This design comes from an exercise in tuning for small area, a short achievable clock period and few clock cycles per item on the open sky130 flow, not from production work. No run shown here included a check of the RTL's function; only the layout flow was run. No activity file was given, so power comes from the tool's default toggle rates.

[flow/design.v]
module simple_datapath #(
    parameter BIT_WIDTH = 16
)(
    input wire clk,
    input wire en,
    input wire [BIT_WIDTH-1:0] a,
    input wire [BIT_WIDTH-1:0] b,
    output wire [BIT_WIDTH-1:0] p
);
    wire w1 = ~(a[0] & b[0]);
    wire w2 = ~(a[1] & b[0]);
    wire w3 = ~(a[2] & b[0]);
    wire w4 = ~(a[3] & b[0]);
    wire w5 = ~(a[4] & b[0]);
    wire w6 = ~(a[5] & b[0]);
    wire w7 = ~(a[6] & b[0]);
    wire w8 = ~(a[7] & b[0]);
    wire w9 = ~(a[8] & b[0]);
    wire w10 = ~(a[9] & b[0]);
    wire w11 = ~(a[10] & b[0]);
    wire w12 = ~(a[11] & b[0]);
    wire w13 = ~(a[12] & b[0]);
    wire w14 = ~(a[13] & b[0]);
    wire w15 = ~(a[14] & b[0]);
    wire w16 = ~(a[15] & b[0]);
    wire w17 = ~(a[0] & b[1]);
    wire w18 = ~(a[1] & b[1]);
    wire w19 = ~(a[2] & b[1]);
    wire w20 = ~(a[3] & b[1]);
    wire w21 = ~(a[4] & b[1]);
    wire w22 = ~(a[5] & b[1]);
    wire w23 = ~(a[6] & b[1]);
    wire w24 = ~(a[7] & b[1]);
    wire w25 = ~(a[8] & b[1]);
    wire w26 = ~(a[9] & b[1]);
    wire w27 = ~(a[10] & b[1]);
    wire w28 = ~(a[11] & b[1]);
    wire w29 = ~(a[12] & b[1]);
    wire w30 = ~(a[13] & b[1]);
    wire w31 = ~(a[14] & b[1]);
    wire w32 = ~(a[0] & b[2]);
    wire w33 = ~(a[1] & b[2]);
    wire w34 = ~(a[2] & b[2]);
    wire w35 = ~(a[3] & b[2]);
    wire w36 = ~(a[4] & b[2]);
    wire w37 = ~(a[5] & b[2]);
    wire w38 = ~(a[6] & b[2]);
    wire w39 = ~(a[7] & b[2]);
    wire w40 = ~(a[8] & b[2]);
    wire w41 = ~(a[9] & b[2]);
    wire w42 = ~(a[10] & b[2]);
    wire w43 = ~(a[11] & b[2]);
    wire w44 = ~(a[12] & b[2]);
    wire w45 = ~(a[13] & b[2]);
    wire w46 = ~(a[0] & b[3]);
    wire w47 = ~(a[1] & b[3]);
    wire w48 = ~(a[2] & b[3]);
    wire w49 = ~(a[3] & b[3]);
    wire w50 = ~(a[4] & b[3]);
    wire w51 = ~(a[5] & b[3]);
    wire w52 = ~(a[6] & b[3]);
    wire w53 = ~(a[7] & b[3]);
    wire w54 = ~(a[8] & b[3]);
    wire w55 = ~(a[9] & b[3]);
    wire w56 = ~(a[10] & b[3]);
    wire w57 = ~(a[11] & b[3]);
    wire w58 = ~(a[12] & b[3]);
    wire w59 = ~(a[0] & b[4]);
    wire w60 = ~(a[1] & b[4]);
    wire w61 = ~(a[2] & b[4]);
    wire w62 = ~(a[3] & b[4]);
    wire w63 = ~(a[4] & b[4]);
    wire w64 = ~(a[5] & b[4]);
    wire w65 = ~(a[6] & b[4]);
    wire w66 = ~(a[7] & b[4]);
    wire w67 = ~(a[8] & b[4]);
    wire w68 = ~(a[9] & b[4]);
    wire w69 = ~(a[10] & b[4]);
    wire w70 = ~(a[11] & b[4]);
    wire w71 = ~(a[0] & b[5]);
    wire w72 = ~(a[1] & b[5]);
    wire w73 = ~(a[2] & b[5]);
    wire w74 = ~(a[3] & b[5]);
    wire w75 = ~(a[4] & b[5]);
    wire w76 = ~(a[5] & b[5]);
    wire w77 = ~(a[6] & b[5]);
    wire w78 = ~(a[7] & b[5]);
    wire w79 = ~(a[8] & b[5]);
    wire w80 = ~(a[9] & b[5]);
    wire w81 = ~(a[10] & b[5]);
    wire w82 = ~(a[0] & b[6]);
    wire w83 = ~(a[1] & b[6]);
    wire w84 = ~(a[2] & b[6]);
    wire w85 = ~(a[3] & b[6]);
    wire w86 = ~(a[4] & b[6]);
    wire w87 = ~(a[5] & b[6]);
    wire w88 = ~(a[6] & b[6]);
    wire w89 = ~(a[7] & b[6]);
    wire w90 = ~(a[8] & b[6]);
    wire w91 = ~(a[9] & b[6]);
    wire w92 = ~(a[0] & b[7]);
    wire w93 = ~(a[1] & b[7]);
    wire w94 = ~(a[2] & b[7]);
    wire w95 = ~(a[3] & b[7]);
    wire w96 = ~(a[4] & b[7]);
    wire w97 = ~(a[5] & b[7]);
    wire w98 = ~(a[6] & b[7]);
    wire w99 = ~(a[7] & b[7]);
    wire w100 = ~(a[8] & b[7]);
    wire w101 = ~(a[0] & b[8]);
    wire w102 = ~(a[1] & b[8]);
    wire w103 = ~(a[2] & b[8]);
    wire w104 = ~(a[3] & b[8]);
    wire w105 = ~(a[4] & b[8]);
    wire w106 = ~(a[5] & b[8]);
    wire w107 = ~(a[6] & b[8]);
    wire w108 = ~(a[7] & b[8]);
    wire w109 = ~(a[0] & b[9]);
    wire w110 = ~(a[1] & b[9]);
    wire w111 = ~(a[2] & b[9]);
    wire w112 = ~(a[3] & b[9]);
    wire w113 = ~(a[4] & b[9]);
    wire w114 = ~(a[5] & b[9]);
    wire w115 = ~(a[6] & b[9]);
    wire w116 = ~(a[0] & b[10]);
    wire w117 = ~(a[1] & b[10]);
    wire w118 = ~(a[2] & b[10]);
    wire w119 = ~(a[3] & b[10]);
    wire w120 = ~(a[4] & b[10]);
    wire w121 = ~(a[5] & b[10]);
    wire w122 = ~(a[0] & b[11]);
    wire w123 = ~(a[1] & b[11]);
    wire w124 = ~(a[2] & b[11]);
    wire w125 = ~(a[3] & b[11]);
    wire w126 = ~(a[4] & b[11]);
    wire w127 = ~(a[0] & b[12]);
    wire w128 = ~(a[1] & b[12]);
    wire w129 = ~(a[2] & b[12]);
    wire w130 = ~(a[3] & b[12]);
    wire w131 = ~(a[0] & b[13]);
    wire w132 = ~(a[1] & b[13]);
    wire w133 = ~(a[2] & b[13]);
    wire w134 = ~(a[0] & b[14]);
    wire w135 = ~(a[1] & b[14]);
    wire w136 = ~(a[0] & b[15]);
    wire w137, w138;
    mul_xn u1 (.x(w18), .y(w3), .s(w137));
    mul_or u2 (.x(w18), .y(w3), .c(w138));
    wire w139, w140;
    mul_fa u3 (.x(w19), .y(w33), .z(w4), .s(w139), .c(w140));
    wire w141, w142;
    mul_xn u4 (.x(w46), .y(w138), .s(w141));
    mul_or u5 (.x(w46), .y(w138), .c(w142));
    wire w143, w144;
    mul_fa u6 (.x(w20), .y(w34), .z(w47), .s(w143), .c(w144));
    wire w145, w146;
    mul_fa u7 (.x(w5), .y(w59), .z(w140), .s(w145), .c(w146));
    wire w147, w148;
    mul_xn u8 (.x(w143), .y(w142), .s(w147));
    mul_or u9 (.x(w143), .y(w142), .c(w148));
    wire w149, w150;
    mul_fa u10 (.x(w21), .y(w35), .z(w48), .s(w149), .c(w150));
    wire w151, w152;
    mul_fa u11 (.x(w6), .y(w60), .z(w71), .s(w151), .c(w152));
    wire w153, w154;
    mul_fa u12 (.x(w144), .y(w149), .z(w151), .s(w153), .c(w154));
    wire w155, w156;
    mul_xn u13 (.x(w148), .y(w146), .s(w155));
    mul_or u14 (.x(w148), .y(w146), .c(w156));
    wire w157, w158;
    mul_fa u15 (.x(w22), .y(w36), .z(w49), .s(w157), .c(w158));
    wire w159, w160;
    mul_fa u16 (.x(w61), .y(w7), .z(w72), .s(w159), .c(w160));
    wire w161, w162;
    mul_fa u17 (.x(w82), .y(w150), .z(w152), .s(w161), .c(w162));
    wire w163, w164;
    mul_fa u18 (.x(w157), .y(w159), .z(w154), .s(w163), .c(w164));
    wire w165, w166;
    mul_xn u19 (.x(w161), .y(w156), .s(w165));
    mul_or u20 (.x(w161), .y(w156), .c(w166));
    wire w167, w168;
    mul_fa u21 (.x(w23), .y(w37), .z(w50), .s(w167), .c(w168));
    wire w169, w170;
    mul_fa u22 (.x(w62), .y(w73), .z(w8), .s(w169), .c(w170));
    wire w171, w172;
    mul_fa u23 (.x(w83), .y(w92), .z(w158), .s(w171), .c(w172));
    wire w173, w174;
    mul_fa u24 (.x(w160), .y(w167), .z(w169), .s(w173), .c(w174));
    wire w175, w176;
    mul_fa u25 (.x(w162), .y(w171), .z(w173), .s(w175), .c(w176));
    wire w177, w178;
    mul_xn u26 (.x(w164), .y(w166), .s(w177));
    mul_or u27 (.x(w164), .y(w166), .c(w178));
    wire w179, w180;
    mul_fa u28 (.x(w101), .y(w24), .z(w38), .s(w179), .c(w180));
    wire w181, w182;
    mul_fa u29 (.x(w51), .y(w63), .z(w74), .s(w181), .c(w182));
    wire w183, w184;
    mul_fa u30 (.x(w84), .y(w9), .z(w93), .s(w183), .c(w184));
    wire w185, w186;
    mul_fa u31 (.x(w168), .y(w170), .z(w179), .s(w185), .c(w186));
    wire w187, w188;
    mul_fa u32 (.x(w181), .y(w183), .z(w172), .s(w187), .c(w188));
    wire w189, w190;
    mul_fa u33 (.x(w174), .y(w185), .z(w187), .s(w189), .c(w190));
    wire w191, w192;
    mul_xn u34 (.x(w176), .y(w178), .s(w191));
    mul_or u35 (.x(w176), .y(w178), .c(w192));
    wire w193, w194;
    mul_fa u36 (.x(w10), .y(w102), .z(w109), .s(w193), .c(w194));
    wire w195, w196;
    mul_fa u37 (.x(w25), .y(w39), .z(w52), .s(w195), .c(w196));
    wire w197, w198;
    mul_fa u38 (.x(w64), .y(w75), .z(w85), .s(w197), .c(w198));
    wire w199, w200;
    mul_fa u39 (.x(w94), .y(w180), .z(w182), .s(w199), .c(w200));
    wire w201, w202;
    mul_fa u40 (.x(w184), .y(w193), .z(w195), .s(w201), .c(w202));
    wire w203, w204;
    mul_fa u41 (.x(w197), .y(w186), .z(w199), .s(w203), .c(w204));
    wire w205, w206;
    mul_fa u42 (.x(w201), .y(w188), .z(w203), .s(w205), .c(w206));
    wire w207, w208;
    mul_xn u43 (.x(w190), .y(w192), .s(w207));
    mul_or u44 (.x(w190), .y(w192), .c(w208));
    wire w209, w210;
    mul_fa u45 (.x(w103), .y(w11), .z(w110), .s(w209), .c(w210));
    wire w211, w212;
    mul_fa u46 (.x(w116), .y(w26), .z(w40), .s(w211), .c(w212));
    wire w213, w214;
    mul_fa u47 (.x(w53), .y(w65), .z(w76), .s(w213), .c(w214));
    wire w215, w216;
    mul_fa u48 (.x(w86), .y(w95), .z(w194), .s(w215), .c(w216));
    wire w217, w218;
    mul_fa u49 (.x(w196), .y(w198), .z(w209), .s(w217), .c(w218));
    wire w219, w220;
    mul_fa u50 (.x(w211), .y(w213), .z(w200), .s(w219), .c(w220));
    wire w221, w222;
    mul_fa u51 (.x(w202), .y(w215), .z(w217), .s(w221), .c(w222));
    wire w223, w224;
    mul_fa u52 (.x(w204), .y(w219), .z(w221), .s(w223), .c(w224));
    wire w225, w226;
    mul_xn u53 (.x(w206), .y(w223), .s(w225));
    mul_or u54 (.x(w206), .y(w223), .c(w226));
    wire w227, w228;
    mul_fa u55 (.x(w104), .y(w111), .z(w117), .s(w227), .c(w228));
    wire w229, w230;
    mul_fa u56 (.x(w12), .y(w122), .z(w27), .s(w229), .c(w230));
    wire w231, w232;
    mul_fa u57 (.x(w41), .y(w54), .z(w66), .s(w231), .c(w232));
    wire w233, w234;
    mul_fa u58 (.x(w77), .y(w87), .z(w96), .s(w233), .c(w234));
    wire w235, w236;
    mul_fa u59 (.x(w210), .y(w212), .z(w214), .s(w235), .c(w236));
    wire w237, w238;
    mul_fa u60 (.x(w227), .y(w229), .z(w231), .s(w237), .c(w238));
    wire w239, w240;
    mul_fa u61 (.x(w233), .y(w216), .z(w218), .s(w239), .c(w240));
    wire w241, w242;
    mul_fa u62 (.x(w235), .y(w237), .z(w220), .s(w241), .c(w242));
    wire w243, w244;
    mul_fa u63 (.x(w222), .y(w239), .z(w241), .s(w243), .c(w244));
    wire w245, w246;
    mul_xn u64 (.x(w224), .y(w226), .s(w245));
    mul_or u65 (.x(w224), .y(w226), .c(w246));
    wire w247, w248;
    mul_fa u66 (.x(w105), .y(w112), .z(w118), .s(w247), .c(w248));
    wire w249, w250;
    mul_fa u67 (.x(w123), .y(w127), .z(w13), .s(w249), .c(w250));
    wire w251, w252;
    mul_fa u68 (.x(w28), .y(w42), .z(w55), .s(w251), .c(w252));
    wire w253, w254;
    mul_fa u69 (.x(w67), .y(w78), .z(w88), .s(w253), .c(w254));
    wire w255, w256;
    mul_fa u70 (.x(w97), .y(w228), .z(w230), .s(w255), .c(w256));
    wire w257, w258;
    mul_fa u71 (.x(w232), .y(w234), .z(w247), .s(w257), .c(w258));
    wire w259, w260;
    mul_fa u72 (.x(w249), .y(w251), .z(w253), .s(w259), .c(w260));
    wire w261, w262;
    mul_fa u73 (.x(w236), .y(w238), .z(w255), .s(w261), .c(w262));
    wire w263, w264;
    mul_fa u74 (.x(w257), .y(w259), .z(w240), .s(w263), .c(w264));
    wire w265, w266;
    mul_fa u75 (.x(w261), .y(w242), .z(w263), .s(w265), .c(w266));
    wire w267, w268;
    mul_xn u76 (.x(w244), .y(w265), .s(w267));
    mul_or u77 (.x(w244), .y(w265), .c(w268));
    wire w269, w270;
    mul_fa u78 (.x(w106), .y(w113), .z(w119), .s(w269), .c(w270));
    wire w271, w272;
    mul_fa u79 (.x(w124), .y(w128), .z(w131), .s(w271), .c(w272));
    wire w273, w274;
    mul_fa u80 (.x(w14), .y(w29), .z(w43), .s(w273), .c(w274));
    wire w275, w276;
    mul_fa u81 (.x(w56), .y(w68), .z(w79), .s(w275), .c(w276));
    wire w277, w278;
    mul_fa u82 (.x(w89), .y(w98), .z(w248), .s(w277), .c(w278));
    wire w279, w280;
    mul_fa u83 (.x(w250), .y(w252), .z(w254), .s(w279), .c(w280));
    wire w281, w282;
    mul_fa u84 (.x(w269), .y(w271), .z(w273), .s(w281), .c(w282));
    wire w283, w284;
    mul_fa u85 (.x(w275), .y(w256), .z(w258), .s(w283), .c(w284));
    wire w285, w286;
    mul_fa u86 (.x(w260), .y(w277), .z(w279), .s(w285), .c(w286));
    wire w287, w288;
    mul_fa u87 (.x(w281), .y(w262), .z(w283), .s(w287), .c(w288));
    wire w289, w290;
    mul_fa u88 (.x(w285), .y(w264), .z(w287), .s(w289), .c(w290));
    wire w291, w292;
    mul_xn u89 (.x(w266), .y(w289), .s(w291));
    mul_or u90 (.x(w266), .y(w289), .c(w292));
    wire w293, w294;
    mul_fa u91 (.x(w107), .y(w114), .z(w120), .s(w293), .c(w294));
    wire w295, w296;
    mul_fa u92 (.x(w125), .y(w129), .z(w132), .s(w295), .c(w296));
    wire w297, w298;
    mul_fa u93 (.x(w134), .y(w15), .z(w30), .s(w297), .c(w298));
    wire w299, w300;
    mul_fa u94 (.x(w44), .y(w57), .z(w69), .s(w299), .c(w300));
    wire w301, w302;
    mul_fa u95 (.x(w80), .y(w90), .z(w99), .s(w301), .c(w302));
    wire w303, w304;
    mul_fa u96 (.x(w270), .y(w272), .z(w274), .s(w303), .c(w304));
    wire w305, w306;
    mul_fa u97 (.x(w276), .y(w293), .z(w295), .s(w305), .c(w306));
    wire w307, w308;
    mul_fa u98 (.x(w297), .y(w299), .z(w301), .s(w307), .c(w308));
    wire w309, w310;
    mul_fa u99 (.x(w278), .y(w280), .z(w282), .s(w309), .c(w310));
    wire w311, w312;
    mul_fa u100 (.x(w303), .y(w305), .z(w307), .s(w311), .c(w312));
    wire w313, w314;
    mul_fa u101 (.x(w284), .y(w286), .z(w309), .s(w313), .c(w314));
    wire w315, w316;
    mul_fa u102 (.x(w311), .y(w288), .z(w313), .s(w315), .c(w316));
    wire w317, w318;
    mul_xn u103 (.x(w290), .y(w315), .s(w317));
    mul_or u104 (.x(w290), .y(w315), .c(w318));
    wire w319;
    mul_x2 u105 (.x(w100), .y(w108), .s(w319));
    wire w320;
    mul_x2 u106 (.x(w115), .y(w121), .s(w320));
    wire w321;
    mul_x2 u107 (.x(w126), .y(w130), .s(w321));
    wire w322;
    mul_x2 u108 (.x(w133), .y(w135), .s(w322));
    wire w323;
    mul_x2 u109 (.x(w136), .y(w16), .s(w323));
    wire w324;
    mul_x2 u110 (.x(w31), .y(w45), .s(w324));
    wire w325;
    mul_x2 u111 (.x(w58), .y(w70), .s(w325));
    wire w326;
    mul_x2 u112 (.x(w81), .y(w91), .s(w326));
    wire w327;
    mul_x2 u113 (.x(w319), .y(w320), .s(w327));
    wire w328;
    mul_x2 u114 (.x(w321), .y(w322), .s(w328));
    wire w329;
    mul_x2 u115 (.x(w323), .y(w324), .s(w329));
    wire w330;
    mul_x2 u116 (.x(w325), .y(w326), .s(w330));
    wire w331;
    mul_x2 u117 (.x(w327), .y(w328), .s(w331));
    wire w332;
    mul_x2 u118 (.x(w329), .y(w330), .s(w332));
    wire w333;
    mul_x2 u119 (.x(w294), .y(w296), .s(w333));
    wire w334;
    mul_x2 u120 (.x(w298), .y(w300), .s(w334));
    wire w335;
    mul_x2 u121 (.x(w302), .y(w331), .s(w335));
    wire w336;
    mul_x2 u122 (.x(w332), .y(w333), .s(w336));
    wire w337;
    mul_x2 u123 (.x(w334), .y(w335), .s(w337));
    wire w338;
    mul_x2 u124 (.x(w336), .y(w337), .s(w338));
    wire w339;
    mul_x2 u125 (.x(w304), .y(w338), .s(w339));
    wire w340;
    mul_x2 u126 (.x(w306), .y(w308), .s(w340));
    wire w341;
    mul_x2 u127 (.x(w339), .y(w340), .s(w341));
    wire w342;
    mul_x2 u128 (.x(w341), .y(w310), .s(w342));
    wire w343;
    mul_x2 u129 (.x(w312), .y(w342), .s(w343));
    wire w344;
    mul_x2 u130 (.x(w343), .y(w314), .s(w344));
    wire w345;
    mul_x2 u131 (.x(w344), .y(w316), .s(w345));
    wire w346;
    mul_x2 u132 (.x(w345), .y(w318), .s(w346));
    wire w347 = w17 | w2;
    wire w348, w349;
    mul_fa u133 (.x(w32), .y(w137), .z(w347), .s(w348), .c(w349));
    wire w350, w351;
    mul_fa u134 (.x(w141), .y(w139), .z(w349), .s(w350), .c(w351));
    wire w352, w353;
    mul_fa u135 (.x(w147), .y(w145), .z(w351), .s(w352), .c(w353));
    wire w354, w355;
    mul_fa u136 (.x(w153), .y(w155), .z(w353), .s(w354), .c(w355));
    wire w356, w357;
    mul_ha u137 (.x(w165), .y(w163), .s(w356), .c(w357));
    wire w358;
    mul_ao u138 (.g(w357), .p(w356), .ci(w355), .co(w358));
    wire w359, w360;
    mul_ha u139 (.x(w175), .y(w177), .s(w359), .c(w360));
    wire w361;
    mul_ao u140 (.g(w360), .p(w359), .ci(w357), .co(w361));
    wire w362 = w359 & w356;
    wire w363;
    mul_ao u141 (.g(w361), .p(w362), .ci(w355), .co(w363));
    wire w364, w365;
    mul_ha u142 (.x(w191), .y(w189), .s(w364), .c(w365));
    wire w366;
    mul_ao u143 (.g(w365), .p(w364), .ci(w363), .co(w366));
    wire w367, w368;
    mul_ha u144 (.x(w205), .y(w207), .s(w367), .c(w368));
    wire w369;
    mul_ao u145 (.g(w368), .p(w367), .ci(w366), .co(w369));
    reg [21:0] q;
    always @(posedge clk)
        if (en) q <= {w346, w292, w317, w268, w291, w267, w246, w245, w243, w208, w225, w369, ~(w367 ^ w366), ~(w364 ^ w363), ~(w359 ^ w358), ~(w356 ^ w355), ~w354, ~w352, ~w350, ~w348, w17 ^ w2, ~w1};
    assign p[0] = q[0];
    assign p[1] = q[1];
    assign p[2] = q[2];
    assign p[3] = q[3];
    assign p[4] = q[4];
    assign p[5] = q[5];
    assign p[6] = q[6];
    assign p[7] = q[7];
    assign p[8] = q[8];
    assign p[9] = q[9];
    wire w370, w371;
    mul_ha u146 (.x(q[11]), .y(q[12]), .s(w370), .c(w371));
    wire w372;
    mul_ao u147 (.g(w371), .p(w370), .ci(q[10]), .co(w372));
    wire w373, w374;
    mul_ha u148 (.x(q[13]), .y(q[14]), .s(w373), .c(w374));
    wire w375;
    mul_ao u149 (.g(w374), .p(w373), .ci(w372), .co(w375));
    wire w376, w377;
    mul_ha u150 (.x(q[15]), .y(q[16]), .s(w376), .c(w377));
    wire w378;
    mul_ao u151 (.g(w377), .p(w376), .ci(w374), .co(w378));
    wire w379 = w376 & w373;
    wire w380;
    mul_ao u152 (.g(w378), .p(w379), .ci(w372), .co(w380));
    wire w381, w382;
    mul_ha u153 (.x(q[17]), .y(q[18]), .s(w381), .c(w382));
    wire w383, w384;
    mul_ha u154 (.x(q[19]), .y(q[20]), .s(w383), .c(w384));
    wire w385;
    mul_ao u155 (.g(w384), .p(w383), .ci(w382), .co(w385));
    wire w386 = w383 & w381;
    wire w387;
    mul_ao u156 (.g(w382), .p(w381), .ci(w380), .co(w387));
    wire w388;
    mul_ao u157 (.g(w385), .p(w386), .ci(w380), .co(w388));
    assign p[10] = ~(w370 ^ q[10]);
    assign p[11] = ~(w373 ^ w372);
    assign p[12] = ~(w376 ^ w375);
    assign p[13] = ~(w381 ^ w380);
    assign p[14] = ~(w383 ^ w387);
    assign p[15] = (q[21] ^ w388);
endmodule
module mul_fa (
    input wire x, y, z,
    output wire s, c
);
    assign s = x ^ y ^ z;
    assign c = (x & y) | (x & z) | (y & z);
endmodule
module mul_ha (
    input wire x, y,
    output wire s, c
);
    assign s = x ^ y;
    assign c = x & y;
endmodule
module mul_xn (
    input wire x, y,
    output wire s
);
    assign s = ~(x ^ y);
endmodule
module mul_or (
    input wire x, y,
    output wire c
);
    assign c = x | y;
endmodule
module mul_x2 (
    input wire x, y,
    output wire s
);
    assign s = x ^ y;
endmodule
module mul_ao (
    input wire g, p, ci,
    output wire co
);
    assign co = g | (p & ci);
endmodule
module simple_control (
    input wire clk,
    input wire rst_n,
    input wire start,
    output reg done
);
    always @(posedge clk or negedge rst_n) begin
        if (!rst_n)
            done <= 1'b0;
        else if (start)
            done <= 1'b1;
    end
endmodule
module simple_cpu_top #(
    parameter BIT_WIDTH = 16,
    parameter PROGRAM_FILE = "program.mem"
)(
    input wire clk,
    input wire rst_n,
    input wire start,
    input wire [BIT_WIDTH-1:0] operand_a,
    input wire [BIT_WIDTH-1:0] operand_b,
    output wire [BIT_WIDTH-1:0] result,
    output wire done
);
    simple_datapath #(.BIT_WIDTH(BIT_WIDTH)) datapath (
        .clk(clk), .en(start), .a(operand_a), .b(operand_b), .p(result)
    );
    simple_control control (
        .clk(clk), .rst_n(rst_n), .start(start), .done(done)
    );
endmodule
[flow/flow/run.sh]
#!/bin/bash
# The standard layout with: port buffers made from buf_2 cells (ORFS's
# default picks a delay buffer, clkdlybuf4s50_1), then reduced to buf_1 for
# the output ports and the lightly loaded input ports (flow/outbuf.tcl); the
# buffers that synthesis (ABC) inserted removed at
# floorplan, leaving buffering to the resizer, which sees the placement; and
# ORFS's power recovery after global routing, which downsizes gates off the
# critical paths.
set -euo pipefail
bash standard.sh "BUFFER_PORTS_ARGS=-buffer_cell sky130_fd_sc_hd__buf_2" "POST_GLOBAL_PLACE_TCL=$(pwd)/flow/outbuf.tcl" REMOVE_ABC_BUFFERS=1 RECOVER_POWER=100 finish > standard_run.log 2>&1
[flow/flow/outbuf.tcl]
# After global placement: the output-port buffers drive only the port's fixed
# load, so use the smallest buffer for them (the resizer upsizes any that
# need it).
foreach inst [get_cells output*] {
  replace_cell $inst sky130_fd_sc_hd__buf_1
}
[flow/standard.sh]
#!/bin/bash
# synth_recipe.tcl (not shown) runs the flow's synth.tcl, then flattens the netlist and writes it again
# the make line also repeats each setting of config.mk as NAME=value (left out here)
make -C /OpenROAD-flow-scripts/flow DESIGN_CONFIG=/design/flow/config.mk WORK_HOME=/design/flow/orfs CLKGATE_MAP_FILE= SYNTH_SCRIPT=/design/flow/synth_recipe.tcl "${@:-finish}"
[flow/config.mk]
export PLATFORM = sky130hd
export DESIGN_NAME = simple_cpu_top
export DESIGN_NICKNAME = simple_cpu_top
export VERILOG_FILES = /design/flow/design.v
export SDC_FILE = /design/flow/constraint.sdc
export NUM_CORES = 4
export LEC_CHECK = 0
export CAP_MARGIN = 20
export CORE_MARGIN = 2
export CORE_UTILIZATION = 40
export GPL_TIMING_DRIVEN = 0
export SETUP_SLACK_MARGIN = 1.0
export SLEW_MARGIN = 20
export SYNTH_HIERARCHICAL = 1
export SYNTH_MINIMUM_KEEP_SIZE = 0
[flow/constraint.sdc]
create_clock -name core_clock -period 5.0 [get_ports {clk}]
set_input_delay 1.0000 -clock core_clock [delete_from_list [all_inputs] [get_ports {clk}]]
set_output_delay 1.0000 -clock core_clock [all_outputs]
set_load 0.01 [all_outputs]
==> results of run 1 <==
## cells by family after synthesis
group	synth area share [%]
xor+xnor	11.6
buf+inv	5.71
flops	17.9
simple gates	16.3
fa+ha+maj	46.1
compound gates	2.35
## worst paths after layout
path	to	slack, ns	cells past startpoint
max	datapath.q[21]	0.79	9
min	control.done	0.47	1
max reg2reg	control.done	4.29	1
min reg2reg	control.done	0.47	1
max in group asynchronous	control.done	4.44	1
min in group asynchronous	control.done	0.48	1
## modules after synthesis (local to each module, per instance), a selection
module | area [sq um] | cells | flops+latches
mul_ao | 7.51 | 1 | 0
mul_x2 | 8.76 | 1 | 0
mul_fa | 20.0 | 1 | 0
mul_or | 6.26 | 1 | 0
mul_xn | 8.76 | 1 | 0
simple_control | 31.3 | 2 | 1
mul_ha | 12.5 | 1 | 0
## power by group
group / internal, uW / total (uW) / switching [uW]
sequential: 362 / 383 / 20.6
clock: 55.8 / 120 / 64.4
combinational: 633 / 1270 / 639
## metrics by stage
step / setup slack (ns) / total power [uW] / cell area (sq um) / util [%]
floorplan: 0.878 / 1350 / 3630 / -
CTS: 1.00 / 1820 / 4240 / 45.7
global route: 0.609 / 1990 / 4260 / 45.9
finish: 0.791 / 1780 / 4260 / 45.9
global placement: 0.363 / 1640 / 4050 / 43.6
detailed placement: 0.346 / 1650 / 4030 / 43.4
## placed cells by master (no fill, tap or decap)
cell type and instances:
buf_12 3, nand2_2 4, buf_8 4, clkbuf_4 1, xnor2_1 22, buf_2 10
clkinv_2 1, xor2_1 29, buf_1 17, fa_1 72, clkbuf_8 3, or2_1 12
fa_2 10, a21o_1 12, inv_1 5, clkbuf_1 3, edfxtp_1 22, ha_1 10
and2_0 1, and2_1 3, dfrtp_1 1, buf_6 6, and2_2 2, buf_4 8
nand2_1 129, or2_0 2
## flip-flops by register name (all words and copies together) (netlist names)
name and flops:
control.done 1, datapath.q 22
## metal layers
metal | track usage (%) | wire length (microns) | vias up
met4 | 3.49 | 112 | 0
met2 | 30.5 | 3910 | 74
met1 | 21.8 | 3360 | 1330
li1 | - | - | 1161
met5 | 0 | 0 | -
met3 | 1.78 | 391 | 10
## area by class of cell
| type | count | area, sq um | area share (%) |
|---|---|---|---|
| inverters | 5 | 18.8 | 0.441 |
| clock buffers | 3 | 41.3 | 0.970 |
| multi-input cells | 308 | 2970 | 69.6 |
| repair buffers | 52 | 380 | 8.93 |
| well taps | 129 | 161 | 3.79 |
| clock inverters | 1 | 5.00 | 0.118 |
| flip-flops and latches | 23 | 686 | 16.1 |
## timing repair
item | CTS | global route
buffers inserted | 1 | 0
endpoints found under the setup margin | 5 | 2
resized for setup | 52 | 9
hold buffers | 0 | 0
hold endpoints to repair | 0 | 0
pin swaps | 9 | 6
==> results.toml, run 1 <==
[grt]
grt_pass1_wl_mm = 13.6
grt_pass1_vias = 2814
grtUsageTotal_pct = 16.8
grt_max_degree = 24
overflow = 0
antenna_found_initial = 0

[hold_path]
hold_path.class = "flop to flop"
min_from = "control.done"

[floorplan]
rows = 35
fp.coreArea_sq_um = 9280
die-area_sq_um = 10400
die_x_microns = 102
start_util_pct = 41.3
io_pins = 52
dieHeight_microns = 102

[sta]
fin_crit_ns = 4.21
rsz0062_at_grt = "no"
setup_viol = 0
fmax_mhz = 238
fin_tns_setup_ns = 0
final_hold_viol_count = 0
final.setup_skew_ns = 0
slew_headroom_pct = 18.0
fin_crit_sh_pct = 84.2
finalMaxSlewViolations = 0
holdWs_ns = 0.466
tightest_slew_ns = 1.23

[synthesis]
synth_area_leaders = "fa_1 43%, edfxtp_1 17%, nand2_1 13%, xor2_1 6.6%, xnor2_1 5.0%"
yosysUniqueCellTypes = 15
ys_ff_latch = 23
synth_edf_count = 22
synthArstFlopShare_pct = 4.35
synth.cell_area_sq_um = 3830
syn_inst = 364
synth_top_area_cell = "fa_1"
synth_most_common_cell = "nand2_1"
synth_area_per_cell_sq_um = 10.5
synth_flop_cell = "edfxtp_1"
synth_warnings = 8
synth.top_cell.area_share_pct = 42.8
seq_area_frac_synth_pct = 17.9
yosys-top-cells-count = "133 x nand2_1, 82 x fa_1, 29 x xor2_1"

[drt]
routed_wl_mm = 7.78
postRouteAntennaNets = 0
first_pass_iters = 4
wl_per_cell_microns = 14.9
via_count = 2575
first_iter_violations = 81
remaining_drc_errors = 0
viasPerCell = 4.94

[placement]
dp.cells = 516
hpwl_mm = 6.07
portBuffers = 51

[setup_path]
slowest_stage = "fa_1"
r2r-start = "control.done"
start_kind = "input port"
arrival_ns = 4.23
cp-startpoint = "operand_a[7]"
crit_required_ns = 5.02
crit_buf_inv = 1
crit_top_cell = "fa_1"
cp_cell_sequence = "clkbuf_1 > nand2_1 > fa_1 > fa_1 > fa_1 > fa_1 > fa_1 > or2_1 > xor2_1"
crit_fanout = 9
cp_top_family = "adder cells"
critPathKind = "input port to flop"
end_kind = "flop"
critPathMaxStageDelay_ns = 0.50

[cts]
path_clk_slew_ns = 0.09
worst_skew_pair.late_latency_ns = 0.27
cts_tree = "yes"
cts_sinks = 23
cts-root-buf = "clkbuf_8"
cts_buffers = 3
htreeDepth = 1
clk_path_buf_depth = 2

[layout]
nets = 520
instances_no_fill = 521
n_antenna_cell = 0
areaGrowthSynthToFinish_pct = 11.0
drive_gt1_share_pct = 13.3
fillers = 874

[power_and_ir_drop]
ir_drop_uv = 179
leakagePower_uw = 0.00156
p_per_area_nw_per_um2 = 417

[run_status]
outcome = "complete, no violations"

[flow_run]
maxCapViolations = 0
==> inputs of run 2 (changes only) <==
--- a/flow/flow/run.sh
+++ b/flow/flow/run.sh
@@ -9,2 +9,2 @@
 set -euo pipefail
-bash standard.sh "BUFFER_PORTS_ARGS=-buffer_cell sky130_fd_sc_hd__buf_2" "POST_GLOBAL_PLACE_TCL=$(pwd)/flow/outbuf.tcl" REMOVE_ABC_BUFFERS=1 RECOVER_POWER=100 finish > standard_run.log 2>&1
+bash standard.sh "BUFFER_PORTS_ARGS=-buffer_cell sky130_fd_sc_hd__buf_2" "POST_GLOBAL_PLACE_TCL=$(pwd)/flow/outbuf.tcl" REMOVE_ABC_BUFFERS=1 finish > standard_run.log 2>&1
--- a/flow/config.mk
+++ b/flow/config.mk
@@ -11,3 +11,2 @@
 export GPL_TIMING_DRIVEN = 0
-export SETUP_SLACK_MARGIN = 1.0
 export SLEW_MARGIN = 20
==> run 2 against run 1 <==
Sequential cell count unchanged. Highest routed layer unchanged. Critical path type unchanged. Still clean. Final area down 4.3%. Synthesized cell count unchanged. Largest cell class unchanged. Routed wire length down 0.96%. Largest power group unchanged. Clock power about the same.
==> results.toml, run 2 <==
[drt]
first_iter_violations = 91
postRouteAntennaNets = 0
remaining_drc_errors = 0
viasPerCell = 4.94
dr_wl_met2_mm = 3.81
m1WireLength_mm = 3.37
routed_wl_mm = 7.70
via_count = 2569
first_pass_iters = 4
wl_met3_microns = 424
maxUsedRoutingLayer = "met4"
wl_per_cell_microns = 14.8

[cts]
htreeDepth = 1
hold_buffers = 0
worst_skew_pair.late_latency_ns = 0.27
cts_tree = "yes"
postCtsSetupBuffers = 0
cts_buffers = 3
path_clk_slew_ns = 0.09
cts_sinks = 23
clk_path_buf_depth = 2
cts-root-buf = "clkbuf_8"
cts_resized = 0

[sta]
fin_crit_ns = 4.34
fin_crit_sh_pct = 86.7
final_hold_viol_count = 0
tightest_slew_ns = 0.511
final.setup_skew_ns = 0
slew_headroom_pct = 65.9
finalMaxSlewViolations = 0
fmax_mhz = 231
rsz0062_at_grt = "no"
setup_viol = 0
holdWs_ns = 0.466
fin_tns_setup_ns = 0

[synthesis]
seq_area_frac_synth_pct = 17.9
yosys.area_share.simple_pct = 16.3
synthArstFlopShare_pct = 4.35
synth_flop_cell = "edfxtp_1"
synth_edf_count = 22
synth_fa_ha_area_share_pct = 46.1
synth_warnings = 8
synth.top_cell.area_share_pct = 42.8
synth.cell_area_sq_um = 3830
synth_area_leaders = "fa_1 43%, edfxtp_1 17%, nand2_1 13%, xor2_1 6.6%, xnor2_1 5.0%"
synth_area_per_cell_sq_um = 10.5
yosysUniqueCellTypes = 15
synth_top_family_by_area = "adder cells"
ys_ff_latch = 23
synth_compound_area_share_pct = 2.35
synth_xor_xnor_area_share_pct = 11.6
syn_inst = 364
yosys-top-cells-count = "133 x nand2_1, 82 x fa_1, 29 x xor2_1"
synth_top_area_cell = "fa_1"
synth_most_common_cell = "nand2_1"
muxShareOfSynthArea_pct = 0

[floorplan]
start_util_pct = 41.3
rows = 35
fp.coreArea_sq_um = 9280
io_pins = 52
dieHeight_microns = 102
die-area_sq_um = 10400
die_x_microns = 102

[layout]
areaGrowthSynthToFinish_pct = 6.30
instances_no_fill = 520
final_common_cell = "nand2_1"
fillers = 893
drive_gt1_share_pct = 10.2
final_area_sq_um = 4080
seqCellArea_sq_um = 686
n_antenna_cell = 0
largest_reg_flops = 22
nets = 519
multiInputGateArea_sq_um = 2930
top_regs = "datapath.q x22, control.done x1"
regMostFlops = "datapath.q"
finish.utilization_pct = 43.9
final_cell_mix = "133 x nand2_1, 82 x fa_1, 34 x buf_2, 29 x xor2_1"

[grt]
grt_pass1_vias = 2814
grt_pass1_wl_mm = 13.5
grtUsageTotal_pct = 16.7
antenna_found_initial = 0
overflow = 0
grt_max_degree = 24

[setup_path]
end_kind = "flop"
arrival_ns = 4.36
critPathKind = "input port to flop"
rr_worst_depth = 1
start_kind = "input port"
crit_required_ns = 5.02
ff2ff_setup_slack_ns = 4.30
crit_fanout = 15
r2r-start = "control.done"
rr_endpoint = "control.done"

[power_and_ir_drop]
leakagePower_uw = 0.00151
ir_drop_uv = 174
p_per_area_nw_per_um2 = 424

[hold_path]
min_from = "control.done"
hold_depth = 1
hold_path.class = "flop to flop"
whs_endpoint = "control.done"

[run_status]
outcome = "complete, no violations"

[placement]
hpwl_mm = 6.07
dp.cells = 516
placed_area_sq_um = 4030
portBuffers = 51

[flow_run]
maxCapViolations = 0
-- run 2: cell count changes in the layout (fill, tap and decap cells not counted), moves of 2 or more --
cell / change
buf_2: +24
fa_1: +10
fa_2: -10
buf_4: -8
buf_6: -6
buf_8: -4
nand2_1: +4
nand2_2: -4
buf_12: -3
clkbuf_1: -3
or2_0: -2
or2_1: +2
-- run 2: metrics by stage --
step,setup WS (ns),total power (uW)
final,0.665,1730
after global routing,0.556,1940
after CTS,0.647,1770
after detailed placement,0.346,1650
after global placement,0.363,1640
after floorplan,0.878,1350
-- run 2: how the worst max path moves through the flow --
stage / from / end / slack (ns) / cells after the start
after floorplan: operand_b[12] / datapath.q[21] / 0.88 / 8
after global placement: operand_a[1] / datapath.q[21] / 0.36 / 9
after detailed placement: operand_a[1] / datapath.q[21] / 0.35 / 9
after CTS: operand_a[1] / datapath.q[21] / 0.65 / 9
after global routing: operand_a[1] / datapath.q[21] / 0.56 / 9
final: operand_a[1] / datapath.q[21] / 0.66 / 9
-- run 2: final cells by class --
cell class	count	share of cell area, %
Multi-Input combinational cell	308	71.9
Sequential cell	23	16.8
Timing Repair Buffer	51	5.74
Tap cell	129	3.96
Clock buffer	3	1.01
Inverter	5	0.460
Clock inverter	1	0.123
-- run 2: critical path: stages --
cell and delay, ns:
buf_2 0.28, nand2_1 0.13, fa_1 0.53, fa_1 0.50, fa_1 0.56, fa_1 0.44
fa_1 0.50, or2_1 0.25, xor2_1 0.16
-- run 2: per-layer routing --
metal / GRT usage [%] / up-vias
met2: 29.8 / 80
met1: 22.0 / 1321
li1: - / 1160
met4: 3.90 / 0
met3: 1.92 / 8
met5: 0 / -
-- run 2: cells by family after synthesis --
family	after synthesis
and+or+nand+nor	153
adders and majority gates	92
xor gates and xnor gates	51
buffers and inverters	33
DFF	23
AOI/OAI and AO/OA	12
-- run 2: per-module statistics from Yosys (local to each module, per instance), excerpt --
module	area [sq um]	times used	cells inside	flip-flops and latches
simple_control	31.3	1	2	1
mul_fa	20.0	82	1	0
mul_ha	12.5	9	1	0
mul_x2	8.76	28	1	0
mul_xn	8.76	13	1	0
mul_ao	7.51	12	1	0
mul_or	6.26	13	1	0
-- run 2: report_power, final --
part | switching (uW) | total, uW | internal (uW)
Sequential | 20.6 | 382 | 362
Combinational | 630 | 1230 | 595
Clock | 64.2 | 120 | 55.8
==> inputs of run 3 (changes only) <==
--- a/flow/flow/run.sh
+++ b/flow/flow/run.sh
@@ -9,2 +9,2 @@
 set -euo pipefail
-bash standard.sh "BUFFER_PORTS_ARGS=-buffer_cell sky130_fd_sc_hd__buf_2" "POST_GLOBAL_PLACE_TCL=$(pwd)/flow/outbuf.tcl" REMOVE_ABC_BUFFERS=1 finish > standard_run.log 2>&1
+bash standard.sh "BUFFER_PORTS_ARGS=-buffer_cell sky130_fd_sc_hd__buf_2" "POST_GLOBAL_PLACE_TCL=$(pwd)/flow/outbuf.tcl" REMOVE_ABC_BUFFERS=1 RECOVER_POWER=100 finish > standard_run.log 2>&1
==> flow/flow/outbuf.tcl (replaced) <==
# After global placement: the output-port buffers drive only the port's fixed
# load and have plenty of slack, so use the smallest buffer for them; so also
# for input-port buffers with few loads (the resizer upsizes any that need it).
foreach inst [get_cells output*] {
  replace_cell $inst sky130_fd_sc_hd__buf_1
}
foreach inst [get_cells input*] {
  set pin [get_pins -of_objects $inst -filter "direction == output"]
  set net [get_nets -of_objects $pin]
  set nload [llength [get_pins -of_objects $net -filter "direction == input"]]
  if {$nload <= 4} {
    replace_cell $inst sky130_fd_sc_hd__buf_1
  }
}
==> run 3 against run 2 <==
Worst hold slack gained 0.0015 ns. Routed wire length increased by 0.53%. Clock skew unchanged. Critical path depth stayed put. Synthesized cell count is the same. Cell count unchanged. Global-route usage increased by 0.24 points. Largest cell class unchanged.
==> results.toml, run 3 <==
[power_and_ir_drop]
leakagePower_uw = 0.00148
swShare_pct = 41.4
ir_drop_uv = 175
p_sw_uw = 715
power_frac_seq_pct = 22.1
power_frac_clock_pct = 6.9
p_per_area_nw_per_um2 = 425
combPwrFrac_pct = 70.9
p_int_uw = 1010

[cts]
cts-root-buf = "clkbuf_8"
path_clk_slew_ns = 0.09
clk_path_buf_depth = 2
htreeDepth = 1
cts_sinks = 23
hold_buffers = 0
worst_skew_pair.late_latency_ns = 0.27
cts_buffers = 3
cts_resized = 0
postCtsSetupBuffers = 0
cts_tree = "yes"

[setup_path]
end_kind = "flop"
crit_fanout = 15
r2r-start = "control.done"
ff2ff_setup_slack_ns = 4.29
start_kind = "input port"
crit_top_cell = "fa_1"
crit_required_ns = 5.02
slowest_stage = "fa_1"
cp_top_family = "adder cells"
crit_buf_inv = 1
cp_cell_sequence = "buf_2 > nand2_1 > fa_1 > fa_1 > fa_1 > fa_1 > fa_1 > or2_1 > xor2_1"
rr_worst_depth = 1
critPathMaxStageDelay_ns = 0.56
arrival_ns = 4.37
critPathKind = "input port to flop"
rr_endpoint = "control.done"

[synthesis]
yosysUniqueCellTypes = 15
synthArstFlopShare_pct = 4.35
synth_top_area_cell = "fa_1"
synth_edf_count = 22
synth_warnings = 8
synth_flop_cell = "edfxtp_1"
yosys-top-cells-count = "133 x nand2_1, 82 x fa_1, 29 x xor2_1"
syn_inst = 364
synth_area_per_cell_sq_um = 10.5
seq_area_frac_synth_pct = 17.9
synth_area_leaders = "fa_1 43%, edfxtp_1 17%, nand2_1 13%, xor2_1 6.6%, xnor2_1 5.0%"
ys_ff_latch = 23
synth.top_cell.area_share_pct = 42.8
synth.cell_area_sq_um = 3830
synth_most_common_cell = "nand2_1"

[drt]
first_pass_iters = 4
remaining_drc_errors = 0
wl_per_cell_microns = 14.9
routed_wl_mm = 7.75
viasPerCell = 4.95
postRouteAntennaNets = 0
first_iter_violations = 113
via_count = 2576

[sta]
final.setup_skew_ns = 0
fin_crit_ns = 4.35
finalMaxSlewViolations = 0
holdWs_ns = 0.468
tightest_slew_ns = 1.24
slew_headroom_pct = 17.4
fin_crit_sh_pct = 87.0
setup_viol = 0
fin_tns_setup_ns = 0
fmax_mhz = 230
worst_slack_ns = 0.651
final_hold_viol_count = 0
rsz0062_at_grt = "no"

[layout]
final_area_sq_um = 4060
regMostFlops = "datapath.q"
final_cell_mix = "133 x nand2_1, 82 x fa_1, 29 x xor2_1, 26 x buf_1, 24 x buf_2"
largest_reg_flops = 22
final_common_cell = "nand2_1"
nets = 519
areaGrowthSynthToFinish_pct = 5.97
top_regs = "datapath.q x22, control.done x1"
n_antenna_cell = 0
drive_gt1_share_pct = 7.67

[grt]
grtUsageTotal_pct = 17.0
overflow = 0
antenna_found_initial = 0
grt_pass1_wl_mm = 13.6
grt_pass1_vias = 2818
grt_max_degree = 24

[floorplan]
io_pins = 52
fp.coreArea_sq_um = 9280
die-area_sq_um = 10400
start_util_pct = 41.3
die_x_microns = 102
rows = 35
dieHeight_microns = 102

[flow_run]
maxCapViolations = 0

[hold_path]
hold_path.class = "input port to async pin"

[placement]
portBuffers = 51
post-place-ws_ns = 0.322
placed_area_sq_um = 4020
hpwl_mm = 6.12

[run_status]
outcome = "complete, no violations"
==> run 3: cell counts after synthesis <==
No cell type changed its count.
==> run 3: metrics by stage <==
step | util, % | std cells | total power (uW)
2_1_floorplan | - | 336 | 1350
3_3_place_gp | 43.6 | 516 | 1640
3_5_place_dp | 43.3 | 516 | 1650
4_1_cts | 43.8 | 520 | 1780
5_1_grt | 43.8 | 520 | 1950
6_report | 43.8 | 520 | 1730
==> run 3: area by class of cell <==
class / count / area (sq um)
multi-input combinational: 308 / 2930
timing repair buffer: 51 / 221
inverter: 5 / 18.8
clock buffer: 3 / 41.3
sequential: 23 / 686
tap: 129 / 161
clock inverter: 1 / 5.00
fill: 915 / 5220
==> run 3: worst max path at each step <==
| stage | to | cells past startpoint | slack (ns) | from |
|---|---|---|---|---|
| after detailed placement | datapath.q[21] | 9 | 0.32 | operand_a[1] |
| after floorplan | datapath.q[21] | 8 | 0.88 | operand_b[12] |
| final | datapath.q[21] | 9 | 0.65 | operand_a[1] |
| after CTS | datapath.q[21] | 9 | 0.63 | operand_a[1] |
| after global placement | datapath.q[21] | 9 | 0.36 | operand_a[1] |
| after global routing | datapath.q[21] | 9 | 0.53 | operand_a[1] |
==> run 3: Yosys stat by module (local to each module, per instance), a selection <==
module          flops+latches  cell area (sq um)
simple_control              1               31.3
mul_fa                      0               20.0
mul_ha                      0               12.5
mul_x2                      0               8.76
mul_xn                      0               8.76
mul_ao                      0               7.51
mul_or                      0               6.26
==> run 3: cells by family (layout without fill, tap and decap cells) <==
family                   Yosys count  in the layout  synth area share (%)
AND/OR/NAND/NOR                  153            153                  16.3
adder cells (fa/ha/maj)           92             92                  46.1
XOR/XNOR                          51             51                  11.6
buffers and inverters             33             60                  5.71
flip-flops                        23             23                  17.9
AO/OA/AOI/OAI                     12             12                  2.35
==> run 3: power by group through the flow <==
| stage | clock network [uW] | logic, uW | registers, uW |
|---|---|---|---|
| 6_report | 120 | 1220 | 382 |
| 4_1_cts | 126 | 1270 | 384 |
| 3_3_place_gp | 0 | 1260 | 387 |
| 2_1_floorplan | 0 | 945 | 400 |
| 5_1_grt | 131 | 1420 | 391 |
| 3_5_place_dp | 0 | 1260 | 388 |
==> run 3: metal layers <==
metal  global-route usage [%]  vias to the layer above  wire length [microns]
met1                     22.6                     1328                   3350
met3                     2.19                        8                    420
met4                     2.77                        0                     70
li1                         -                     1159                      -
met2                     30.3                       81                   3900
met5                        0                        -                      0
==> inputs of run 4 (changes only) <==
--- a/flow/design.v
+++ b/flow/design.v
@@ -394,35 +394,33 @@
     mul_x2 u131 (.x(w344), .y(w316), .s(w345));
-    wire w346;
-    mul_x2 u132 (.x(w345), .y(w318), .s(w346));
-    wire w347 = w17 | w2;
-    wire w348, w349;
-    mul_fa u133 (.x(w32), .y(w137), .z(w347), .s(w348), .c(w349));
-    wire w350, w351;
-    mul_fa u134 (.x(w141), .y(w139), .z(w349), .s(w350), .c(w351));
-    wire w352, w353;
-    mul_fa u135 (.x(w147), .y(w145), .z(w351), .s(w352), .c(w353));
-    wire w354, w355;
-    mul_fa u136 (.x(w153), .y(w155), .z(w353), .s(w354), .c(w355));
-    wire w356, w357;
-    mul_ha u137 (.x(w165), .y(w163), .s(w356), .c(w357));
-    wire w358;
-    mul_ao u138 (.g(w357), .p(w356), .ci(w355), .co(w358));
-    wire w359, w360;
-    mul_ha u139 (.x(w175), .y(w177), .s(w359), .c(w360));
-    wire w361;
-    mul_ao u140 (.g(w360), .p(w359), .ci(w357), .co(w361));
-    wire w362 = w359 & w356;
-    wire w363;
-    mul_ao u141 (.g(w361), .p(w362), .ci(w355), .co(w363));
-    wire w364, w365;
-    mul_ha u142 (.x(w191), .y(w189), .s(w364), .c(w365));
-    wire w366;
-    mul_ao u143 (.g(w365), .p(w364), .ci(w363), .co(w366));
-    wire w367, w368;
-    mul_ha u144 (.x(w205), .y(w207), .s(w367), .c(w368));
-    wire w369;
-    mul_ao u145 (.g(w368), .p(w367), .ci(w366), .co(w369));
-    reg [21:0] q;
+    wire w346 = w17 | w2;
+    wire w347, w348;
+    mul_fa u132 (.x(w32), .y(w137), .z(w346), .s(w347), .c(w348));
+    wire w349, w350;
+    mul_fa u133 (.x(w141), .y(w139), .z(w348), .s(w349), .c(w350));
+    wire w351, w352;
+    mul_fa u134 (.x(w147), .y(w145), .z(w350), .s(w351), .c(w352));
+    wire w353, w354;
+    mul_fa u135 (.x(w153), .y(w155), .z(w352), .s(w353), .c(w354));
+    wire w355, w356;
+    mul_ha u136 (.x(w165), .y(w163), .s(w355), .c(w356));
+    wire w357;
+    mul_ao u137 (.g(w356), .p(w355), .ci(w354), .co(w357));
+    wire w358, w359;
+    mul_ha u138 (.x(w175), .y(w177), .s(w358), .c(w359));
+    wire w360;
+    mul_ao u139 (.g(w359), .p(w358), .ci(w356), .co(w360));
+    wire w361 = w358 & w355;
+    wire w362;
+    mul_ao u140 (.g(w360), .p(w361), .ci(w354), .co(w362));
+    wire w363, w364;
+    mul_ha u141 (.x(w191), .y(w189), .s(w363), .c(w364));
+    wire w365;
+    mul_ao u142 (.g(w364), .p(w363), .ci(w362), .co(w365));
+    wire w366, w367;
+    mul_ha u143 (.x(w205), .y(w207), .s(w366), .c(w367));
+    wire w368;
+    mul_ao u144 (.g(w367), .p(w366), .ci(w365), .co(w368));
+    reg [22:0] q;
     always @(posedge clk)
-        if (en) q <= {w346, w292, w317, w268, w291, w267, w246, w245, w243, w208, w225, w369, ~(w367 ^ w366), ~(w364 ^ w363), ~(w359 ^ w358), ~(w356 ^ w355), ~w354, ~w352, ~w350, ~w348, w17 ^ w2, ~w1};
+        if (en) q <= {w345, w318, w292, w317, w268, w291, w267, w246, w245, w243, w208, w225, w368, ~(w366 ^ w365), ~(w363 ^ w362), ~(w358 ^ w357), ~(w355 ^ w354), ~w353, ~w351, ~w349, ~w347, w17 ^ w2, ~w1};
     assign p[0] = q[0];
@@ -437,34 +435,25 @@
     assign p[9] = q[9];
-    wire w370, w371;
-    mul_ha u146 (.x(q[11]), .y(q[12]), .s(w370), .c(w371));
-    wire w372;
-    mul_ao u147 (.g(w371), .p(w370), .ci(q[10]), .co(w372));
+    wire w369, w370;
+    mul_fa u145 (.x(q[11]), .y(q[12]), .z(q[10]), .s(w369), .c(w370));
+    wire w371, w372;
+    mul_fa u146 (.x(q[13]), .y(q[14]), .z(w370), .s(w371), .c(w372));
     wire w373, w374;
-    mul_ha u148 (.x(q[13]), .y(q[14]), .s(w373), .c(w374));
-    wire w375;
-    mul_ao u149 (.g(w374), .p(w373), .ci(w372), .co(w375));
-    wire w376, w377;
-    mul_ha u150 (.x(q[15]), .y(q[16]), .s(w376), .c(w377));
-    wire w378;
-    mul_ao u151 (.g(w377), .p(w376), .ci(w374), .co(w378));
-    wire w379 = w376 & w373;
-    wire w380;
-    mul_ao u152 (.g(w378), .p(w379), .ci(w372), .co(w380));
-    wire w381, w382;
-    mul_ha u153 (.x(q[17]), .y(q[18]), .s(w381), .c(w382));
-    wire w383, w384;
-    mul_ha u154 (.x(q[19]), .y(q[20]), .s(w383), .c(w384));
-    wire w385;
-    mul_ao u155 (.g(w384), .p(w383), .ci(w382), .co(w385));
-    wire w386 = w383 & w381;
-    wire w387;
-    mul_ao u156 (.g(w382), .p(w381), .ci(w380), .co(w387));
-    wire w388;
-    mul_ao u157 (.g(w385), .p(w386), .ci(w380), .co(w388));
-    assign p[10] = ~(w370 ^ q[10]);
-    assign p[11] = ~(w373 ^ w372);
-    assign p[12] = ~(w376 ^ w375);
-    assign p[13] = ~(w381 ^ w380);
-    assign p[14] = ~(w383 ^ w387);
-    assign p[15] = (q[21] ^ w388);
+    mul_fa u147 (.x(q[15]), .y(q[16]), .z(w372), .s(w373), .c(w374));
+    wire w375, w376;
+    mul_ha u148 (.x(q[17]), .y(q[18]), .s(w375), .c(w376));
+    wire w377, w378;
+    mul_ha u149 (.x(q[19]), .y(q[20]), .s(w377), .c(w378));
+    wire w379;
+    mul_ao u150 (.g(w378), .p(w377), .ci(w376), .co(w379));
+    wire w380 = w377 & w375;
+    wire w381;
+    mul_ao u151 (.g(w376), .p(w375), .ci(w374), .co(w381));
+    wire w382;
+    mul_ao u152 (.g(w379), .p(w380), .ci(w374), .co(w382));
+    assign p[10] = ~w369;
+    assign p[11] = ~w371;
+    assign p[12] = ~w373;
+    assign p[13] = ~(w375 ^ w374);
+    assign p[14] = ~(w377 ^ w381);
+    assign p[15] = (q[21] ^ q[22] ^ w382);
 endmodule
==> flow/flow/outbuf.tcl (replaced) <==
# After global placement: the output-port buffers drive only the port's fixed
# load, so use the smallest buffer for them (the resizer upsizes any that
# need it).
foreach inst [get_cells output*] {
  replace_cell $inst sky130_fd_sc_hd__buf_1
}
--- a/flow/config.mk
+++ b/flow/config.mk
@@ -11,2 +11,3 @@
 export GPL_TIMING_DRIVEN = 0
+export SETUP_SLACK_MARGIN = 0.5
 export SLEW_MARGIN = 20
==> run 4 against run 3 <==
Still clean on timing, DRC and antenna. Die area down 0.38%. Worst hold slack worse by 0.00053 ns. Clock skew unchanged. Setup slack worse by 0.017 ns. Non-clock buffer count unchanged. Critical endpoint unchanged.
==> results.toml, run 4 <==
[setup_path]
rr_worst_depth = 1
end_kind = "flop"
ff2ff_setup_slack_ns = 4.29
arrival_ns = 4.40
start_kind = "input port"
r2r-start = "control.done"
slowest_stage = "clkbuf_1"
cp-startpoint = "operand_b[0]"
critPathKind = "input port to flop"
cp-endpoint = "datapath.q[21]"
crit_required_ns = 5.03
crit_fanout = 16
critPathMaxStageDelay_ns = 0.55
rr_endpoint = "control.done"
cp_cell_sequence = "clkbuf_1 > nand2_1 > fa_1 > fa_1 > fa_1 > fa_1 > fa_1 > or2_1"
crit_top_cell = "fa_1"

[drt]
postRouteAntennaNets = 0
first_pass_iters = 4
first_iter_violations = 111
routed_wl_mm = 7.68
via_count = 2508
viasPerCell = 4.87
wl_per_cell_microns = 14.9
remaining_drc_errors = 0

[synthesis]
synth_top_family_by_area = "adder cells"
synth.top_cell.area_share_pct = 44.5
synth_most_common_cell = "nand2_1"
synth_edf_count = 23
seq_area_frac_synth_pct = 18.7
ys_ff_latch = 24
synth_top_area_cell = "fa_1"
syn_inst = 359
synth_area_per_cell_sq_um = 10.6
synth_warnings = 8
synth_flop_cell = "edfxtp_1"
synth_area_leaders = "fa_1 45%, edfxtp_1 18%, nand2_1 13%, xor2_1 6.2%, xnor2_1 4.4%"
yosys.area_share.simple_pct = 16.2
yosys-top-cells-count = "133 x nand2_1, 85 x fa_1, 27 x xor2_1"
synth.cell_area_sq_um = 3820
muxShareOfSynthArea_pct = 0
synth_compound_area_share_pct = 1.57
synthArstFlopShare_pct = 4.17
synth_fa_ha_area_share_pct = 46.8
yosysUniqueCellTypes = 14
synth_xor_xnor_area_share_pct = 11.2

[sta]
fin_crit_sh_pct = 87.3
rsz0062_at_grt = "no"
fmax_mhz = 229
holdWs_ns = 0.467
final.setup_skew_ns = 0
tightest_slew_ns = 1.29
finalMaxSlewViolations = 0
setup_viol = 0
fin_tns_setup_ns = 0
fin_crit_ns = 4.37
slew_headroom_pct = 13.8
final_hold_viol_count = 0

[cts]
cts_resized = 0
path_clk_slew_ns = 0.09
cts_buffers = 3
clk_path_buf_depth = 2
cts_sinks = 24
htreeDepth = 1
postCtsSetupBuffers = 0
cts-root-buf = "clkbuf_8"
hold_buffers = 0
cts_tree = "yes"
worst_skew_pair.late_latency_ns = 0.27

[layout]
top_regs = "datapath.q x23, control.done x1"
nets = 514
regMostFlops = "datapath.q"
areaGrowthSynthToFinish_pct = 7.44
seqCellArea_sq_um = 716
drive_gt1_share_pct = 9.33
largest_reg_flops = 23
final_common_cell = "nand2_1"
multiInputGateArea_sq_um = 2890
final_area_sq_um = 4100
finish.utilization_pct = 44.4
n_antenna_cell = 0
fillers = 884
final_cell_mix = "133 x nand2_1, 85 x fa_1, 32 x buf_2, 27 x xor2_1, 23 x edfxtp_1"

[run_status]
outcome = "complete, no violations"

[floorplan]
start_util_pct = 41.3
die-area_sq_um = 10300
die_x_microns = 102
dieHeight_microns = 102
fp.coreArea_sq_um = 9240
rows = 35
io_pins = 52

[placement]
portBuffers = 51
hpwl_mm = 6.13
placed_area_sq_um = 4040

[hold_path]
min_from = "control.done"
hold_path.class = "flop to flop"

[power_and_ir_drop]
leakagePower_uw = 0.00151
p_per_area_nw_per_um2 = 425
ir_drop_uv = 221

[grt]
grt_max_degree = 25
grt_pass1_vias = 2761
antenna_found_initial = 0
grtUsageTotal_pct = 17.2
overflow = 0
grt_pass1_wl_mm = 13.8

[flow_run]
maxCapViolations = 0
## run 4: changes by cell type after synthesis, moves of 3 or more
cell	previous run	this run
a21o_1	12	8
inv_1	5	8
fa_1	82	85
buf_6	4	0
xnor2_1	22	19
ha_1	10	7
## run 4: cell type report
cell class	instances	area share, %
Sequential cell	24	17.4
Inverter	8	0.732
Clock inverter	1	0.732
Timing Repair Buffer	51	5.64
Tap cell	129	3.93
Multi-Input combinational cell	299	70.5
Clock buffer	3	1.01
## run 4: critical path, delay by kind of cell
kind                     cells  cell delay [ns]
AND/OR/NAND/NOR              2             0.39
adder cells (fa/ha/maj)      5             2.46
buffers and inverters        1             0.55
## run 4: how the worst min path moves through the flow
stage	to	slack, ns	depth (start not counted)
after floorplan	control.done	0.50	1
after global placement	control.done	0.44	1
after detailed placement	control.done	0.45	1
after CTS	control.done	0.47	1
after global routing	control.done	0.47	1
final	control.done	0.47	1
## run 4: Yosys stat by module (local to each module, per instance), excerpt
module          flops+latches  area [sq um]  cells inside  times used
simple_control              1          31.3             2           1
mul_fa                      0          20.0             1          85
mul_ha                      0          12.5             1           6
mul_x2                      0          8.76             1          27
mul_xn                      0          8.76             1          13
mul_ao                      0          7.51             1           8
mul_or                      0          6.26             1          13
## run 4: report_power, final
| part | internal [uW] | switching (uW) | leakage [uW] |
|---|---|---|---|
| clock | 107 | 67.1 | 0.0000357 |
| sequential | 376 | 24.7 | 0.000235 |
| combinational | 570 | 601 | 0.00124 |
| total | 1050 | 693 | 0.00151 |
## run 4: metal layers
metal / share of wire (%) / vias up / track usage (%)
met1: 42 / 1256 / 23.9
met4: 1.6 / 0 / 3.01
met5: 0 / - / 0
li1: - / 1134 / -
met2: 50 / 105 / 29.4
met3: 6.3 / 13 / 2.21
## run 4: through the flow
stage	setup WS (ns)	instances	power, uW
5_1_grt	0.405	515	1960
3_3_place_gp	0.553	511	1610
6_report	0.634	515	1750
3_5_place_dp	0.527	511	1610
4_1_cts	0.840	515	1790
2_1_floorplan	1.05	331	1310
## run 4: kinds of logic after synthesis
logic type | after synthesis
adder cells (fa/ha/maj) | 92
AND/OR/NAND/NOR | 152
buffers and inverters | 36
flip-flops | 24
XOR/XNOR | 47
AO/OA/AOI/OAI | 8
==> inputs of run 5 (changes only) <==
--- a/flow/config.mk
+++ b/flow/config.mk
@@ -11,3 +11,3 @@
 export GPL_TIMING_DRIVEN = 0
-export SETUP_SLACK_MARGIN = 0.5
+export SETUP_SLACK_MARGIN = 0.9
 export SLEW_MARGIN = 20
==> run 5 against run 4 <==
Combinational power about the same. Count of clock-buffer cells in the layout did not move. Core utilization up 0.45 points. Non-clock buffer count stayed put. Highest routed layer unchanged. Setup slack improved by 0.097 ns. Global-route usage about the same. Maximum frequency up 2.3%. Routed wire length increased by 0.43%.
==> results.toml, run 5 <==
[synthesis]
ys_ff_latch = 24
synth.top_cell.area_share_pct = 44.5
synth_area_leaders = "fa_1 45%, edfxtp_1 18%, nand2_1 13%, xor2_1 6.2%, xnor2_1 4.4%"
synth_most_common_cell = "nand2_1"
synth_edf_count = 23
syn_inst = 359
synth_warnings = 8
synth_area_per_cell_sq_um = 10.6
synth_top_area_cell = "fa_1"
synth_flop_cell = "edfxtp_1"
yosysUniqueCellTypes = 14
yosys-top-cells-count = "133 x nand2_1, 85 x fa_1, 27 x xor2_1"
synth.cell_area_sq_um = 3820
synthArstFlopShare_pct = 4.17
seq_area_frac_synth_pct = 18.7

[layout]
final_cell_mix = "133 x nand2_1, 85 x fa_1, 27 x xor2_1, 23 x edfxtp_1, 20 x buf_2"
regMostFlops = "datapath.q"
top_regs = "datapath.q x23, control.done x1"
nets = 514
drive_gt1_share_pct = 9.33
largest_reg_flops = 23
areaGrowthSynthToFinish_pct = 8.52
final_common_cell = "nand2_1"
n_antenna_cell = 0

[sta]
setup_viol = 0
final.setup_skew_ns = 0
finalMaxSlewViolations = 0
tightest_slew_ns = 1.31
fin_crit_sh_pct = 85.4
slew_headroom_pct = 12.7
holdWs_ns = 0.467
fmax_mhz = 234
rsz0062_at_grt = "no"
fin_tns_setup_ns = 0
fin_crit_ns = 4.27
final_hold_viol_count = 0

[run_status]
outcome = "complete, no violations"

[power_and_ir_drop]
p_per_area_nw_per_um2 = 422
leakagePower_uw = 0.00152
ir_drop_uv = 224
power_uw = 1750

[drt]
routed_wl_mm = 7.71
postRouteAntennaNets = 0
first_pass_iters = 4
via_count = 2542
remaining_drc_errors = 0
first_iter_violations = 80
viasPerCell = 4.94
wl_per_cell_microns = 15.0

[cts]
clk_path_buf_depth = 2
path_clk_slew_ns = 0.09
cts_tree = "yes"
cts_resized = 5
cts-root-buf = "clkbuf_8"
hold_buffers = 0
cts_sinks = 24
worst_skew_pair.late_latency_ns = 0.27
htreeDepth = 1
cts_buffers = 3
postCtsSetupBuffers = 0

[setup_path]
cp_cell_sequence = "clkbuf_1 > nand2_1 > fa_1 > fa_1 > fa_1 > fa_1 > fa_1 > or2_1"
crit_top_cell = "fa_1"
crit_fanout = 12
crit_buf_inv = 1
crit_required_ns = 5.03
critPathMaxStageDelay_ns = 0.58
arrival_ns = 4.30
end_kind = "flop"
start_kind = "input port"
slowest_stage = "fa_1"
cp_top_family = "adder cells"
critPathKind = "input port to flop"

[floorplan]
rows = 35
fp.coreArea_sq_um = 9240
die_x_microns = 102
die-area_sq_um = 10300
start_util_pct = 41.3
io_pins = 52
dieHeight_microns = 102

[grt]
grt_pass1_wl_mm = 13.8
grt_pass1_vias = 2763
grtUsageTotal_pct = 17.2
antenna_found_initial = 0
overflow = 0
grt_max_degree = 25

[hold_path]
hold_path.class = "flop to flop"

[placement]
hpwl_mm = 6.13
portBuffers = 51

[flow_run]
maxCapViolations = 0
run 5: cell count changes in the layout (fill, tap and decap cells not counted):
cell / previous run / this run
and2_0: 1 / 2
and2_1: 4 / 3
or2_0: 5 / 1
buf_2: 32 / 20
buf_4: 0 / 3
clkbuf_4: 0 / 6
buf_6: 0 / 3
or2_1: 9 / 13
run 5: through the flow:
stage	setup slack (ns)	util (%)	cells	instance area [sq um]
6_report	0.731	44.9	515	4150
3_3_place_gp	0.553	43.9	511	4060
4_1_cts	0.922	44.6	515	4120
5_1_grt	0.575	44.9	515	4150
2_1_floorplan	1.05	-	331	3640
3_5_place_dp	0.527	43.7	511	4040
run 5: cell families after synthesis:
| family | count (synthesis) | share of synthesized area, % |
|---|---|---|
| xor gates and xnor gates | 47 | 11.2 |
| buffers and inverters | 36 | 5.50 |
| DFF | 24 | 18.7 |
| AOI/OAI and AO/OA | 8 | 1.57 |
| adders and majority gates | 92 | 46.8 |
| and+or+nand+nor | 152 | 16.2 |
run 5: worst paths after layout:
kind	cells after the start	start	slack (ns)	end
max	8	operand_b[4]	0.73	datapath.q[20]
min	1	control.done	0.47	control.done
max reg2reg	1	control.done	4.29	control.done
min reg2reg	1	control.done	0.47	control.done
max in group asynchronous	1	rst_n	4.44	control.done
min in group asynchronous	1	rst_n	0.48	control.done
run 5: final cells by class:
type                            count  area (sq um)
Fill cell                         878          5090
Timing Repair Buffer               51           273
Tap cell                          129           161
Clock inverter                      1          30.0
Inverter                            8          30.0
Multi-Input combinational cell    299          2890
Clock buffer                        3          41.3
Sequential cell                    24           716
run 5: where the power goes:
group	total, uW	switching [uW]	internal, uW
clock	174	67.3	107
combinational	1170	602	573
sequential	400	24.6	376
total	1750	694	1060
run 5: metal layers:
| metal | part of all wire [%] | global-route usage [%] |
|---|---|---|
| met5 | 0 | 0 |
| met4 | 1.7 | 3.33 |
| met3 | 5.1 | 2.28 |
| met2 | 50 | 29.3 |
| met1 | 44 | 23.7 |
run 5: per-module statistics from Yosys (local to each module, per instance), a selection:
module	times used	cells	area, sq um	flip-flops and latches
mul_ha	6	1	12.5	0
mul_x2	27	1	8.76	0
mul_fa	85	1	20.0	0
mul_ao	8	1	7.51	0
mul_xn	13	1	8.76	0
simple_control	1	2	31.3	1
mul_or	13	1	6.26	0

[what the ideal ports hide]
In the flow no input, the clock included, has a driving cell. The finished layouts below were timed again as built, in two steps.
Step 1: set_driving_cell puts a clkbuf_16 on clk and a buf_2 on each other input, an assumption about the parent block.
Step 2 adds t to the input delays and takes it off the output delays; t is the mean of the earliest and latest rising clock arrival at the registers after step 1. Input paths then give back, and output paths get back, about the clock's delay inside the block.
Slacks: ideal / step 1 / step 2; pairs: ideal / step 1.
run | shift t [ns] | setup slack, ns | worst setup path after step 2
run 1 | 0.298 | 0.791 / 0.793 / 0.495 | input to register
run 2 | 0.297 | 0.665 / 0.657 / 0.360 | input to register
run 3 | 0.294 | 0.651 / 0.653 / 0.359 | input to register
run 4 | 0.295 | 0.634 / 0.638 / 0.343 | input to register
run 5 | 0.295 | 0.731 / 0.734 / 0.439 | input to register
After both steps every run listed still meets setup and hold. For run 2, which loses most, drivers alone change the setup slack by -0.008 ns; drivers and shift together by -0.305 ns.
